From an optimization exercise on the open Yosys and OpenROAD flow, aimed at small area; shortcuts taken in it are not production practice.
At most, simulation tests tie the RTL to the original design; equivalence was not proved.
Power figures rest on the tool's default switching activity, not on a simulated workload.

==> inputs of raven <==
Design myFFT16, start of the top module:
module myFFT16 (
    input         i_clk,
    input         i_reset,
    input         i_valid,
    input  [15:0] i_data_in_i,
    input  [15:0] i_data_in_q,
    output [17:0] o_data_out_i,
    output [17:0] o_data_out_q,
    output        o_complete,
    output [2:0]  o_stateFFT,
    input         i_flag_ready_recive,
    output        o_flag_wayt_data
);
make LEC_CHECK=0 CAP_MARGIN=20 CORE_MARGIN=2 CORE_UTILIZATION=40 SLEW_MARGIN=20 finish   # period 10.0 ns
run.sh (not shown) runs the stock make flow with config.mk's settings and CLKGATE_MAP_FILE= SYNTH_SCRIPT=/design/flow/synth_recipe.tcl, a recipe that flattens the netlist after the stock synthesis.
==> inputs of maple, as changes to raven <==
--- a/flow/design.v
+++ b/flow/design.v
@@ -1983,23 +1983,25 @@
     output reg [DATA_FFT_SIZE-1:0] o_outData;
     input i_writeEn2;
     input i_readEn2;
     input [SIZE_BITS_ADDRES-1:0] i_addr2;
     input [SIZE_BITS_ADDRES-1:0] i_addr_r2;
     input [DATA_FFT_SIZE-1:0] i_inData2;
     output reg [DATA_FFT_SIZE-1:0] o_outData2;
     reg [DATA_FFT_SIZE-1:0] data [2**SIZE_BITS_ADDRES-1:0];
-    reg [DATA_FFT_SIZE-1:0] data2 [2**SIZE_BITS_ADDRES-1:0];
+    reg [DATA_FFT_SIZE-1:1] data2 [2**SIZE_BITS_ADDRES-1:0];
+    wire [DATA_FFT_SIZE-1:0] rd2 = {data2[i_addr_r], data[i_addr_r][0]};
+    wire [DATA_FFT_SIZE-1:0] rd2_r2 = {data2[i_addr_r2], data[i_addr_r2][0]};
     always @(posedge i_clk)
     begin
-        if(i_readEn)  o_outData <= (ONE_OUT && i_sel) ? data2[i_addr_r] : data[i_addr_r]; 
+        if(i_readEn)  o_outData <= (ONE_OUT && i_sel) ? rd2 : data[i_addr_r]; 
         if(i_writeEn) data[i_addr] <= i_inData; 
-        if(i_readEn2 && !ONE_OUT)  o_outData2 <= data2[i_addr_r2]; 
-        if(i_writeEn2) data2[i_addr2] <= i_inData2; 
+        if(i_readEn2 && !ONE_OUT)  o_outData2 <= rd2_r2; 
+        if(i_writeEn2) data2[i_addr2] <= i_inData2[DATA_FFT_SIZE-1:1]; 
     end
 endmodule
 `timescale 1ns / 1ps
 module multComplexE #(parameter SIZE_DATA_FI = 2 ,
                       parameter DATA_FFT_SIZE = 16,
                       parameter FAST = "slow", 
                       parameter TYPE = "forvard", 
                       parameter COMPENS_FP = "false",  
@@ -2170,17 +2172,18 @@
     output [SIZE_OUT_DATA-1:0] o_out_summ_0__NFFT_2_q;
     output [SIZE_OUT_DATA-1:0] o_out_summ_NFFT_2__NFFT_i;
     output [SIZE_OUT_DATA-1:0] o_out_summ_NFFT_2__NFFT_q;
     output reg [SIZE_BUFFER-1:0] o_counterMultData2;
     output o_dataComplete;
     reg enMult;
     reg [SIZE_OUT_DATA_S_FFT-1:0] multData_i;
     reg [SIZE_OUT_DATA_S_FFT-1:0] multData_q;
-    reg [15:0] phi;    
+    reg [SIZE_BUFFER-2:0] phi_r;    
+    wire [15:0] phi = {{(17-SIZE_BUFFER){1'b0}}, phi_r};
     wire [SIZE_OUT_DATA-1:0] res_m_phi_i;
     wire [SIZE_OUT_DATA-1:0] res_m_phi_q;
     wire [SIZE_OUT_DATA-1:0] res_p_phi_i;
     wire [SIZE_OUT_DATA-1:0] res_p_phi_q;
     multComplexE #(.SIZE_DATA_FI(SIZE_BUFFER) , .DATA_FFT_SIZE(SIZE_OUT_DATA_S_FFT), .FAST(FAST), .TYPE(TYPE), .COMPENS_FP(COMPENS_FP), .USE_ROUND(USE_ROUND), .USE_DSP(USE_DSP))
     _multComplexE
         (
         .i_clk(i_clk),
@@ -2248,27 +2251,27 @@
     assign o_resiveFromChet = o_dataComplete | (!i_flag_complete_chet);
     always @(posedge i_clk) 
     begin : summFFT
         if(i_reset)
         begin
             o_resiveFromNChet <= 1'b1;
             enMult <= 1'b0;
             o_counterMultData2 <= 0;
-            phi <= 0;
+            phi_r <= 0;
             d1_enMult <= 1'b0;
             old_flag_complete_chet <= 1'b0;
             old_flag_complete_Nchet <= 1'b0;
         end
         else
         begin
             d1_enMult <= enMult;
             old_flag_complete_chet <= i_flag_complete_chet;
-            if(old_flag_complete_Nchet) phi <= phi + 1;
-            else    phi <= 0;
+            if(old_flag_complete_Nchet) phi_r <= phi_r + 1'b1;
+            else    phi_r <= 0;
             old_flag_complete_Nchet <= i_flag_complete_Nchet;
             if(i_flag_complete_Nchet | old_flag_complete_Nchet)
             begin
                 multData_i <= i_data_from_secondFFT_Nchet_i;
                 multData_q <= i_data_from_secondFFT_Nchet_q;
                 enMult <= 1'b1;
             end
             else if(o_counterMultData2 == (NFFT/2-1)) enMult <= 1'b0;
@@ -2330,47 +2333,31 @@
     localparam stateWriteData = 3'b001;
     localparam stateWaytFFT = 3'b010;
     localparam stateSummFFT = 4'b100;
     localparam stateComplete = 4'b111;
     genvar i;
     generate
     if((MIN_FFT_x4==1) && (NFFT == 4))  
     begin
-        reg [DATA_FFT_SIZE-1:0] data_out_mas_i [3:0];
-        reg [DATA_FFT_SIZE-1:0] data_out_mas_q [3:0];
         always @(posedge i_clk) 
         begin : FMS_FFT
             if(i_reset)   state <= stateWaytData;
             else
             begin
                 case(state)
                 stateWaytData : if((counterReciveDataFFT == 3) & i_valid)  state <= stateSummFFT;
                 stateSummFFT:   state <= stateComplete;
                 stateComplete : if((counterSendData == 3) & i_flag_ready_recive)   state <= stateWaytData; 
                 endcase
             end
         end
-        localparam numm_1 = TYPE=="forvard" ? 1 : TYPE=="invers" ? 3 : 1;
-        localparam numm_3 = TYPE=="forvard" ? 3 : TYPE=="invers" ? 1 : 3;
-        wire first = (counterReciveDataFFT[1:0] == 2'd0);
-        wire [1:0] n = counterReciveDataFFT[1:0];
-        wire [1:0] n_inv = (TYPE=="invers") ? -n : n;    
-        function [DATA_FFT_SIZE:0] rot_op;    
-            input [1:0] rot;
-            input is_q;
-            begin
-                case (rot)
-                2'd0: rot_op = {1'b0, is_q ? i_data_in_q : i_data_in_i};
-                2'd1: rot_op = {is_q, is_q ? i_data_in_i : i_data_in_q};
-                2'd2: rot_op = {1'b1, is_q ? i_data_in_q : i_data_in_i};
-                default: rot_op = {~is_q, is_q ? i_data_in_i : i_data_in_q};
-                endcase
-            end
-        endfunction
+        reg [DATA_FFT_SIZE-1:0] s_i [3:0];
+        reg [DATA_FFT_SIZE-1:0] s_q [3:0];
+        reg [1:0] nL;    
         function [DATA_FFT_SIZE-1:0] rca;
             input [DATA_FFT_SIZE-1:0] a;
             input [DATA_FFT_SIZE-1:0] b;
             input neg;
             integer t;
             reg c;
             reg bb;
             begin
@@ -2378,62 +2365,73 @@
                 for (t = 0; t < DATA_FFT_SIZE; t = t + 1)
                 begin
                     bb = b[t] ^ neg;
                     rca[t] = a[t] ^ bb ^ c;
                     c = (a[t] & bb) | (a[t] & c) | (bb & c);
                 end
             end
         endfunction
-        reg [DATA_FFT_SIZE:0] op_i [3:0];
-        reg [DATA_FFT_SIZE:0] op_q [3:0];
-        integer m;
-        always @(*)
-        begin
-            for (m = 0; m < 4; m = m + 1)
-            begin
-                op_i[m] = rot_op(m[1:0] * n_inv, 1'b0);
-                op_q[m] = rot_op(m[1:0] * n_inv, 1'b1);
-            end
-        end
+        wire [1:0] n = counterReciveDataFFT[1:0];
+        wire [DATA_FFT_SIZE-1:0] base_i = n[0] ? s_i[1] : s_i[0];
+        wire [DATA_FFT_SIZE-1:0] base_q = n[0] ? s_q[1] : s_q[0];
+        wire [DATA_FFT_SIZE-1:0] bp_i = rca(base_i, i_data_in_i, 1'b0);
+        wire [DATA_FFT_SIZE-1:0] bp_q = rca(base_q, i_data_in_q, 1'b0);
+        wire [DATA_FFT_SIZE-1:0] bm_i = rca(base_i, i_data_in_i, 1'b1);
+        wire [DATA_FFT_SIZE-1:0] bm_q = rca(base_q, i_data_in_q, 1'b1);
         always @(posedge i_clk) 
         begin : reciveDataFFT
-            integer mm;
             if(i_reset)   counterReciveDataFFT <= 0;
             else
             begin
                 if(counterReciveDataFFT < NFFT)
                 begin
                     if(i_valid == 1'b1) 
                     begin
                         counterReciveDataFFT <= counterReciveDataFFT + 1;
-                        for (mm = 0; mm < 4; mm = mm + 1)
-                        begin
-                            data_out_mas_i[mm] <= rca(first ? {DATA_FFT_SIZE{1'b0}} : data_out_mas_i[mm], op_i[mm][DATA_FFT_SIZE-1:0], op_i[mm][DATA_FFT_SIZE]);
-                            data_out_mas_q[mm] <= rca(first ? {DATA_FFT_SIZE{1'b0}} : data_out_mas_q[mm], op_q[mm][DATA_FFT_SIZE-1:0], op_q[mm][DATA_FFT_SIZE]);
-                        end
                     end
                 end
                 else counterReciveDataFFT <= 0;
             end
         end
+        always @(posedge i_clk)
+        begin : butterflies
+            if(!counterReciveDataFFT[2] & i_valid & !i_reset)
+            begin
+                nL <= n;
+                case (n)
+                2'd0: begin s_i[0] <= i_data_in_i; s_q[0] <= i_data_in_q; end
+                2'd1: begin s_i[1] <= i_data_in_i; s_q[1] <= i_data_in_q; end
+                2'd2: begin s_i[0] <= bp_i; s_q[0] <= bp_q; s_i[2] <= bm_i; s_q[2] <= bm_q; end
+                default: begin s_i[1] <= bp_i; s_q[1] <= bp_q; s_i[3] <= bm_i; s_q[3] <= bm_q; end
+                endcase
+            end
+        end
+        wire [1:0] rm = counterSendData[1:0];
+        wire use_q = (nL != 2'd0);
+        wire [DATA_FFT_SIZE-1:0] p_i = (rm[0] & nL[1]) ? s_i[2] : s_i[0];
+        wire [DATA_FFT_SIZE-1:0] p_q = (rm[0] & nL[1]) ? s_q[2] : s_q[0];
+        wire [DATA_FFT_SIZE-1:0] q_i = {DATA_FFT_SIZE{use_q}} & ((rm[0] & (nL == 2'd3)) ? s_i[3] : s_i[1]);
+        wire [DATA_FFT_SIZE-1:0] q_q = {DATA_FFT_SIZE{use_q}} & ((rm[0] & (nL == 2'd3)) ? s_q[3] : s_q[1]);
+        wire [DATA_FFT_SIZE-1:0] x_i = rca(p_i, rm[0] ? q_q : q_i, (rm == 2'd2) | (rm == 2'd3));
+        wire [DATA_FFT_SIZE-1:0] x_q = rca(p_q, rm[0] ? q_i : q_q, (rm == 2'd2) | (rm == 2'd1));
         reg [DATA_FFT_SIZE-1:0] reg_data_out_i;
         reg [DATA_FFT_SIZE-1:0] reg_data_out_q;
         assign o_data_out_i = reg_data_out_i;
         assign o_data_out_q = reg_data_out_q;
         always @(posedge i_clk) 
         begin : sendDataFFT
             if(i_reset) counterSendData <= 0;
             else if(state == stateComplete)
             begin
                 if((counterSendData < NFFT) & i_flag_ready_recive)
                 begin : FLAG_RECIVE_FFT
                     counterSendData <= counterSendData + 1;
-                    reg_data_out_i <= data_out_mas_i[counterSendData];
-                    reg_data_out_q <= data_out_mas_q[counterSendData];
+                    reg_data_out_i <= x_i;
+                    reg_data_out_q <= x_q;
                 end
             end
             else counterSendData <= 0;
         end
         reg reg_flag_wayt_data;
         assign o_flag_wayt_data = reg_flag_wayt_data;
         always @ (posedge i_clk)
         begin : flagReciveFFT
CORE_UTILIZATION = 55   (was 40)
CTS_BUF_LIST = sky130_fd_sc_hd__clkbuf_4   (was not set)
==> metrics.md <==
| Metric | Value |
|---|---|
| Status | `timing/DRC/antenna clean` |
| Clk power | `12.2 mW` |
| Critical path depth | `22` |
| Placeable Area | `399000 sq um` |
| Slowest cell on the critical path | `clkdlybuf4s50_1` |
| Wire per inst | `21.6 um` |
| Met2 wire len | `approximately 180000 um` |
| Seq. pwr | `14.1 mW` |
the above is filed under raven

==> metrics.md <==
| Metric | Value |
|---|---|
| Status | `timing/DRC/antenna clean` |
| Final period util | `85.4%` |
| Seq. pwr | `14.0 mW` |
| Worst-Margin Slew | `1.21 ns` |
| Met2 wire len | `~170000 um` |
| Non-clk invs | `1558` |
| Fin. max-slew vios | `0` |
| List of most frequent post-synthesis cells | `edfxtp_1 (2673), inv_1 (1552), fa_1 (1061)` |
| Most frequent cells in the layout | `edfxtp_1 (2673), inv_1 (1552), clkbuf_4 (1182)` |
| R2r worst-path depth | `23` |
| Clk power | `10.8 mW` |
| Synth Area in XOR/XNOR | `a little under 3%` |
| TritonCTS clock tree | `yes` |
| Placeable Area | `282000 sq um` |
| Slowest cell on the critical path | `xnor2_4` |
the above is filed under maple

Function not checked in maple: the RTL went through the layout flow alone.

==> inputs of run Y <==
myFFT16, a different RTL version from the one above (not shown whole).
==> flow/design.v (excerpt) <==
module myFFT16 (
    input         i_clk,
    input         i_reset,
    input         i_valid,
    input  [15:0] i_data_in_i,
    input  [15:0] i_data_in_q,
    output [17:0] o_data_out_i,
    output [17:0] o_data_out_q,
    output        o_complete,
    output [2:0]  o_stateFFT,
    input         i_flag_ready_recive,
    output        o_flag_wayt_data
);
    myFFT #(.SIZE_BUFFER(4), .DATA_FFT_SIZE(16), .FAST("slow"), .TYPE("forvard"),
            .COMPENS_FP("add"), .MIN_FFT_x4(1), .USE_ROUND(1), .USE_DSP(1),
            .PARAREL_FFT(9'b111111111))
    u_fft (
        .i_clk(i_clk),
        .i_reset(i_reset),
        .i_valid(i_valid),
        .i_data_in_i(i_data_in_i),
        .i_data_in_q(i_data_in_q),
        .o_data_out_i(o_data_out_i),
        .o_data_out_q(o_data_out_q),
        .o_complete(o_complete),
        .o_stateFFT(o_stateFFT),
        .i_flag_ready_recive(i_flag_ready_recive),
        .o_flag_wayt_data(o_flag_wayt_data)
    );
endmodule
==> flow/config.mk <==
export PLATFORM = sky130hd
export DESIGN_NAME = myFFT16
export DESIGN_NICKNAME = myFFT16
export VERILOG_FILES = /design/flow/design.v
export SDC_FILE = /design/flow/constraint.sdc
export NUM_CORES = 4
export LEC_CHECK = 0
export CAP_MARGIN = 0
export CORE_MARGIN = 2
export CORE_UTILIZATION = 60
export CTS_BUF_LIST = sky130_fd_sc_hd__clkbuf_8
export CTS_CLUSTER_DIAMETER = 60
export CTS_CLUSTER_SIZE = 16
export GPL_TIMING_DRIVEN = 0
export PLACE_DENSITY = 0.75
export SLEW_MARGIN = 0
==> flow/constraint.sdc <==
create_clock -name core_clock -period 10.0 [get_ports {i_clk}]
set_input_delay 2.0000 -clock core_clock [delete_from_list [all_inputs] [get_ports {i_clk}]]
set_output_delay 2.0000 -clock core_clock [all_outputs]
set_load 0.01 [all_outputs]
standard.sh (not shown) runs the stock make flow with config.mk's settings and CLKGATE_MAP_FILE= SYNTH_SCRIPT=/design/flow/synth_recipe.tcl, a recipe that flattens the netlist after the stock synthesis.
==> flow/flow/run.sh <==
#!/bin/bash
set -e
export CTS_ARGS="-sink_clustering_enable -repair_clock_nets -dont_use_dummy_load -sink_clustering_size 16 -sink_clustering_max_diameter 60 -buf_list sky130_fd_sc_hd__clkbuf_8"
bash standard.sh > standard.log 2>&1
==> run G (differences from run Y) <==
--- a/flow/design.v
+++ b/flow/design.v
@@ -5,24 +5,15 @@
   input  logic [15 : 0] idat_re ,
   input  logic [15 : 0] idat_im ,
   input  logic  [1 : 0] ik      ,
   output logic [16 : 0] odat_re ,
   output logic [16 : 0] odat_im
 );
-  function automatic [16:0] rca(input [16:0] a, input [16:0] b, input neg);
-    logic c, bb;
-    c = neg;
-    for (int t = 0; t < 17; t++) begin
-      bb = b[t] ^ neg;
-      rca[t] = a[t] ^ bb ^ c;
-      c = (a[t] & bb) | (a[t] & c) | (bb & c);
-    end
-  endfunction
   logic [16:0] sum, dif, x_re_d, x_im_d;
-  assign sum = rca({idat_re[15], idat_re}, {idat_im[15], idat_im}, 1'b0);
-  assign dif = rca({idat_im[15], idat_im}, {idat_re[15], idat_re}, 1'b1);
+  assign sum = {idat_re[15], idat_re} + {idat_im[15], idat_im};
+  assign dif = {idat_im[15], idat_im} - {idat_re[15], idat_re};
   always_comb begin
     case (ik)
       2'd0: begin x_re_d = {idat_re[15], idat_re}; x_im_d = {idat_im[15], idat_im}; end
       2'd1: begin x_re_d = sum;                    x_im_d = dif; end
       2'd2: begin x_re_d = {idat_im[15], idat_im}; x_im_d = {idat_re[15], idat_re}; end
       default: begin x_re_d = dif;                 x_im_d = sum; end
@@ -609,17 +600,17 @@
   logic [16:0] dat_re, dat_im;
   logic  [2:0] k;
   logic [17:0] r_re, r_im, s2_re, s2_im, s3_re, s3_im;
   wire nE = k[0] | k[1];
   wire BD = k[0];
   wire AA = k[1] & ~k[0];
-  wire sw_d = (ik == 3'd3) | (ik == 3'd4) | (ik == 3'd5) | (ik == 3'd6);
-  wire [16:0] u_re = dat_re;
-  wire [16:0] v_re = dat_im;
-  wire [16:0] u_im = dat_im;
-  wire [16:0] v_im = dat_re;
+  wire sw = (k == 3'd3) | (k == 3'd4) | (k == 3'd5) | (k == 3'd6);
+  wire [16:0] u_re = sw ? dat_im : dat_re;
+  wire [16:0] v_re = sw ? dat_re : dat_im;
+  wire [16:0] u_im = sw ? dat_re : dat_im;
+  wire [16:0] v_im = sw ? dat_im : dat_re;
   wire nu_re = (k == 3'd7);
   wire nv_re = (k == 3'd5) | (k == 3'd6);
   wire nu_im = k[2] | (k == 3'd3);
   wire nv_im = (k[1] | k[0]) & (k != 3'd3);
   wire p_re_w0 = (1'b1 & (u_re[0] ^ nu_re));
   wire p_re_w1 = (1'b1 & (u_re[1] ^ nu_re));
@@ -1908,14 +1899,14 @@
   wire [31:0] p_im_a = {p_im_w637, p_im_w635, p_im_w633, p_im_w631, p_im_w629, p_im_w627, p_im_w625, p_im_w623, p_im_w621, p_im_w619, p_im_w617, p_im_w615, p_im_w613, p_im_w611, p_im_w609, p_im_w607, p_im_w605, p_im_w603, p_im_w601, p_im_w599, p_im_w597, p_im_w595, p_im_w593, p_im_w591, p_im_w589, p_im_w587, p_im_w585, p_im_w583, p_im_w581, p_im_w579, p_im_w516, 1'b0};
   wire [31:0] p_im_b = {p_im_w638, p_im_w636, p_im_w634, p_im_w632, p_im_w630, p_im_w628, p_im_w626, p_im_w624, p_im_w622, p_im_w620, p_im_w618, p_im_w616, p_im_w614, p_im_w612, p_im_w610, p_im_w608, p_im_w606, p_im_w604, p_im_w602, p_im_w600, p_im_w598, p_im_w596, p_im_w594, p_im_w592, p_im_w590, p_im_w588, p_im_w586, p_im_w584, p_im_w582, p_im_w580, p_im_w578, 1'b0};
   wire [31:0] p_im_s = p_im_a + p_im_b;
   assign r_im = p_im_s[31:14];
   always_ff @(posedge iclk) begin
     if (ival) begin
-      dat_re <= sw_d ? idat_im : idat_re;
-      dat_im <= sw_d ? idat_re : idat_im;
+      dat_re <= idat_re;
+      dat_im <= idat_im;
       k      <= ik;
       s2_re  <= r_re;
       s2_im  <= r_im;
       s3_re  <= s2_re;
       s3_im  <= s2_im;
       odat_re <= s3_re;
@@ -1947,25 +1938,25 @@
         input [DATA_FFT_SIZE-1:0] a;
         input [DATA_FFT_SIZE-1:0] b_in;
         integer t;
         reg c;
         reg [DATA_FFT_SIZE-1:0] b;
         begin
-            b = b_in;
-            c = 1'b0;
+            b = SUB ? ~b_in : b_in;
+            c = SUB ? 1'b1 : 1'b0;
             for (t = 0; t < DATA_FFT_SIZE; t = t + 1)
             begin
                 rca[t] = a[t] ^ b[t] ^ c;
                 c = (a[t] & b[t]) | (a[t] & c) | (b[t] & c);
             end
         end
     endfunction
     always @(posedge i_clk)
     begin
-        if(i_en)  o_data_out0_i <= SUB ? ~rca(~i_data_in0_i, i_data_in1_i) : rca(i_data_in0_i, i_data_in1_i);
-        if(i_en)  o_data_out0_q <= SUB ? ~rca(~i_data_in0_q, i_data_in1_q) : rca(i_data_in0_q, i_data_in1_q);
+        if(i_en)  o_data_out0_i <= rca(i_data_in0_i, i_data_in1_i);
+        if(i_en)  o_data_out0_q <= rca(i_data_in0_q, i_data_in1_q);
     end
 endmodule
 `timescale 1ns / 1ps
 module memForFFT #(parameter DATA_FFT_SIZE = 16,
                    parameter SIZE_BITS_ADDRES = 4  ,
                    parameter ONE_OUT = 0  )
@@ -1998,29 +1989,17 @@
     input [SIZE_BITS_ADDRES-1:0] i_addr2;
     input [SIZE_BITS_ADDRES-1:0] i_addr_r2;
     input [DATA_FFT_SIZE-1:0] i_inData2;
     output reg [DATA_FFT_SIZE-1:0] o_outData2;
     reg [DATA_FFT_SIZE-1:0] data [2**SIZE_BITS_ADDRES-1:0];
     reg [DATA_FFT_SIZE-1:1] data2 [2**SIZE_BITS_ADDRES-1:0];
-    localparam D = 2**SIZE_BITS_ADDRES;
-    reg [DATA_FFT_SIZE-1:0] rd1, rd2_r2;
-    integer k;
-    always @(*)
-    begin
-        rd1 = {DATA_FFT_SIZE{1'b0}};
-        rd2_r2 = {DATA_FFT_SIZE{1'b0}};
-        for (k = 0; k < D; k = k + 1)
-        begin
-            rd1 = rd1 | ({DATA_FFT_SIZE{(i_addr_r == k) & !(ONE_OUT && i_sel)}} & data[k])
-                      | ({DATA_FFT_SIZE{(i_addr_r == k) &  (ONE_OUT && i_sel)}} & {data2[k], data[k][0]});
-            rd2_r2 = rd2_r2 | ({DATA_FFT_SIZE{i_addr_r2 == k}} & {data2[k], data[k][0]});
-        end
-    end
+    wire [DATA_FFT_SIZE-1:0] rd2 = {data2[i_addr_r], data[i_addr_r][0]};
+    wire [DATA_FFT_SIZE-1:0] rd2_r2 = {data2[i_addr_r2], data[i_addr_r2][0]};
     always @(posedge i_clk)
     begin
-        if(i_readEn)  o_outData <= rd1; 
+        if(i_readEn)  o_outData <= (ONE_OUT && i_sel) ? rd2 : data[i_addr_r]; 
         if(i_writeEn) data[i_addr] <= i_inData; 
         if(i_readEn2 && !ONE_OUT)  o_outData2 <= rd2_r2; 
         if(i_writeEn2) data2[i_addr2] <= i_inData2[DATA_FFT_SIZE-1:1]; 
     end
 endmodule
 `timescale 1ns / 1ps
@@ -2392,18 +2371,18 @@
                     rca[t] = a[t] ^ bb ^ c;
                     c = (a[t] & bb) | (a[t] & c) | (bb & c);
                 end
             end
         endfunction
         wire [1:0] n = counterReciveDataFFT[1:0];
-        wire [DATA_FFT_SIZE-1:0] base_i = ({DATA_FFT_SIZE{n == 2'd2}} & s_i[0]) | ({DATA_FFT_SIZE{n == 2'd3}} & s_i[1]);
-        wire [DATA_FFT_SIZE-1:0] base_q = ({DATA_FFT_SIZE{n == 2'd2}} & s_q[0]) | ({DATA_FFT_SIZE{n == 2'd3}} & s_q[1]);
+        wire [DATA_FFT_SIZE-1:0] base_i = n[0] ? s_i[1] : s_i[0];
+        wire [DATA_FFT_SIZE-1:0] base_q = n[0] ? s_q[1] : s_q[0];
         wire [DATA_FFT_SIZE-1:0] bp_i = rca(base_i, i_data_in_i, 1'b0);
         wire [DATA_FFT_SIZE-1:0] bp_q = rca(base_q, i_data_in_q, 1'b0);
-        wire [DATA_FFT_SIZE-1:0] bm_i = ~rca(~base_i, i_data_in_i, 1'b0);    
-        wire [DATA_FFT_SIZE-1:0] bm_q = ~rca(~base_q, i_data_in_q, 1'b0);
+        wire [DATA_FFT_SIZE-1:0] bm_i = rca(base_i, i_data_in_i, 1'b1);
+        wire [DATA_FFT_SIZE-1:0] bm_q = rca(base_q, i_data_in_q, 1'b1);
         always @(posedge i_clk) 
         begin : reciveDataFFT
             if(i_reset)   counterReciveDataFFT <= 0;
             else
             begin
                 if(counterReciveDataFFT < NFFT)
@@ -2418,30 +2397,28 @@
         end
         always @(posedge i_clk)
         begin : butterflies
             if(!counterReciveDataFFT[2] & i_valid & !i_reset)
             begin
                 nL <= n;
-                if (n[0]) begin s_i[1] <= bp_i; s_q[1] <= bp_q; end
-                else      begin s_i[0] <= bp_i; s_q[0] <= bp_q; end
-                if (n == 2'd2) begin s_i[2] <= bm_i; s_q[2] <= bm_q; end
-                if (n == 2'd3) begin s_i[3] <= bm_i; s_q[3] <= bm_q; end
+                case (n)
+                2'd0: begin s_i[0] <= i_data_in_i; s_q[0] <= i_data_in_q; end
+                2'd1: begin s_i[1] <= i_data_in_i; s_q[1] <= i_data_in_q; end
+                2'd2: begin s_i[0] <= bp_i; s_q[0] <= bp_q; s_i[2] <= bm_i; s_q[2] <= bm_q; end
+                default: begin s_i[1] <= bp_i; s_q[1] <= bp_q; s_i[3] <= bm_i; s_q[3] <= bm_q; end
+                endcase
             end
         end
         wire [1:0] rm = counterSendData[1:0];
         wire use_q = (nL != 2'd0);
         wire [DATA_FFT_SIZE-1:0] p_i = (rm[0] & nL[1]) ? s_i[2] : s_i[0];
         wire [DATA_FFT_SIZE-1:0] p_q = (rm[0] & nL[1]) ? s_q[2] : s_q[0];
-        wire q3 = rm[0] & (nL == 2'd3);
-        wire sel1i = use_q & !rm[0];           
-        wire sel1q = use_q & rm[0] & !q3;      
-        wire sel3  = use_q & q3;               
-        wire [DATA_FFT_SIZE-1:0] o_i = ({DATA_FFT_SIZE{sel1i}} & s_i[1]) | ({DATA_FFT_SIZE{sel1q}} & s_q[1]) | ({DATA_FFT_SIZE{sel3}} & s_q[3]);
-        wire [DATA_FFT_SIZE-1:0] o_q = ({DATA_FFT_SIZE{sel1i}} & s_q[1]) | ({DATA_FFT_SIZE{sel1q}} & s_i[1]) | ({DATA_FFT_SIZE{sel3}} & s_i[3]);
-        wire [DATA_FFT_SIZE-1:0] x_i = rca(p_i, o_i, (rm == 2'd2) | (rm == 2'd3));
-        wire [DATA_FFT_SIZE-1:0] x_q = rca(p_q, o_q, (rm == 2'd2) | (rm == 2'd1));
+        wire [DATA_FFT_SIZE-1:0] q_i = {DATA_FFT_SIZE{use_q}} & ((rm[0] & (nL == 2'd3)) ? s_i[3] : s_i[1]);
+        wire [DATA_FFT_SIZE-1:0] q_q = {DATA_FFT_SIZE{use_q}} & ((rm[0] & (nL == 2'd3)) ? s_q[3] : s_q[1]);
+        wire [DATA_FFT_SIZE-1:0] x_i = rca(p_i, rm[0] ? q_q : q_i, (rm == 2'd2) | (rm == 2'd3));
+        wire [DATA_FFT_SIZE-1:0] x_q = rca(p_q, rm[0] ? q_i : q_q, (rm == 2'd2) | (rm == 2'd1));
         reg [DATA_FFT_SIZE-1:0] reg_data_out_i;
         reg [DATA_FFT_SIZE-1:0] reg_data_out_q;
         assign o_data_out_i = reg_data_out_i;
         assign o_data_out_q = reg_data_out_q;
         always @(posedge i_clk) 
         begin : sendDataFFT
==> flow/run.sh (new file) <==
#!/bin/bash
# synth_recipe.tcl (not shown) runs the flow's synth.tcl, then flattens the netlist and writes it again
# the make line also repeats each setting of config.mk as NAME=value (left out here)
make -C /OpenROAD-flow-scripts/flow DESIGN_CONFIG=/design/flow/config.mk WORK_HOME=/design/flow/orfs CLKGATE_MAP_FILE= SYNTH_SCRIPT=/design/flow/synth_recipe.tcl finish
CTS_BUF_LIST = sky130_fd_sc_hd__clkbuf_16   (was sky130_fd_sc_hd__clkbuf_8)
CTS_CLUSTER_DIAMETER = 80   (was 60)
CTS_CLUSTER_SIZE = 22   (was 16)
GPL_TIMING_DRIVEN = not set   (was 0)
PLACE_DENSITY = not set   (was 0.75)
removed: flow/flow/run.sh
removed: flow/standard.sh
==> run notes <==
- 0.0379 — simple-gate share of the synthesized area
- edfxtp_1, inv_1, fa_1 — commonest cells after routing, fill and taps aside
- 380 ps — R2R Setup Slk
- 0.185 — synthesized-area fraction occupied by adder cells
- 9620 ps — time the final worst path needs with I/O delays and setup
- 127 uV — worst supply voltage drop on vdd
- 3074 — clock sink total
- flop to flop — type of the worst setup path
- 264000 um — total half-perimeter wirelength after legalization and detailed placement
- complete, no violations — outcome
- 0.559 — flip-flop and latch share of the layout cell area
- 88300 um2 — register area
- 82 — Synth cell types
- 13800 — number of standard cells in the layout, taps in and fillers out
- 10280 ps — data arrival at the endpoint of the critical path
- 0.335 — multi-input gate share of total cell area
That was run Y.
==> run notes <==
- 235000 um — total half-perimeter wirelength after legalization and detailed placement
- 8740 ps — time the final worst path needs with I/O delays and setup
- 88500 um2 — register area
- 0.534 — flip-flop and latch share of the layout cell area
- complete, no violations — outcome
- 3081 — clock sink total
- primary input to flop — type of the worst setup path
- 14000 — number of standard cells in the layout, taps in and fillers out
- 0.175 — synthesized-area fraction occupied by adder cells
- 0.362 — multi-input gate share of total cell area
- 217 uV — worst supply voltage drop on vdd
That was run G.
Only the layout flow was run in run G; the RTL was not checked for function there.

port drivers added, routing unchanged:
The results above use ideal ports. As a check the final layouts listed here were re-extracted and re-timed, cells and wires unchanged.
Step 1: set_driving_cell puts a clkbuf_16 on i_clk and a buf_2 on each other input, an assumption about the parent block.
Step 2 moves the port delays by t, midway between the first and last clock arrival at a register: inputs arrive t later, outputs are due t later. That takes back most of the time a late clock gives input paths.
Three values: ideal, step 1, step 2; two values: the first two.
| run | t (ns) | setup WS [ns] | worst hold slack (ns) | clock arrival spread, ns |
|---|---|---|---|---|
| raven | 0.995 | 1.217 / 1.295 / 0.300 | 0.390 / 0.390 / 0.390 | 0.070 / 0.071 |
| maple | 1.543 | 1.456 / 1.456 / 0.758 | 0.310 / 0.310 / 0.310 | 0.206 / 0.206 |
| run Y | 1.041 | 0.378 / 0.378 / -0.058 | 0.306 / 0.306 / 0.306 | 0.190 / 0.190 |
| run G | 0.949 | 1.259 / 1.333 / 0.385 | 0.368 / 0.368 / 0.368 | 0.091 / 0.091 |
With both steps, setup timing fails in run Y, where it was met with ideal ports. The setup slack of raven, which loses most, moves by +0.078 ns with the drivers and by -0.917 ns with both steps.
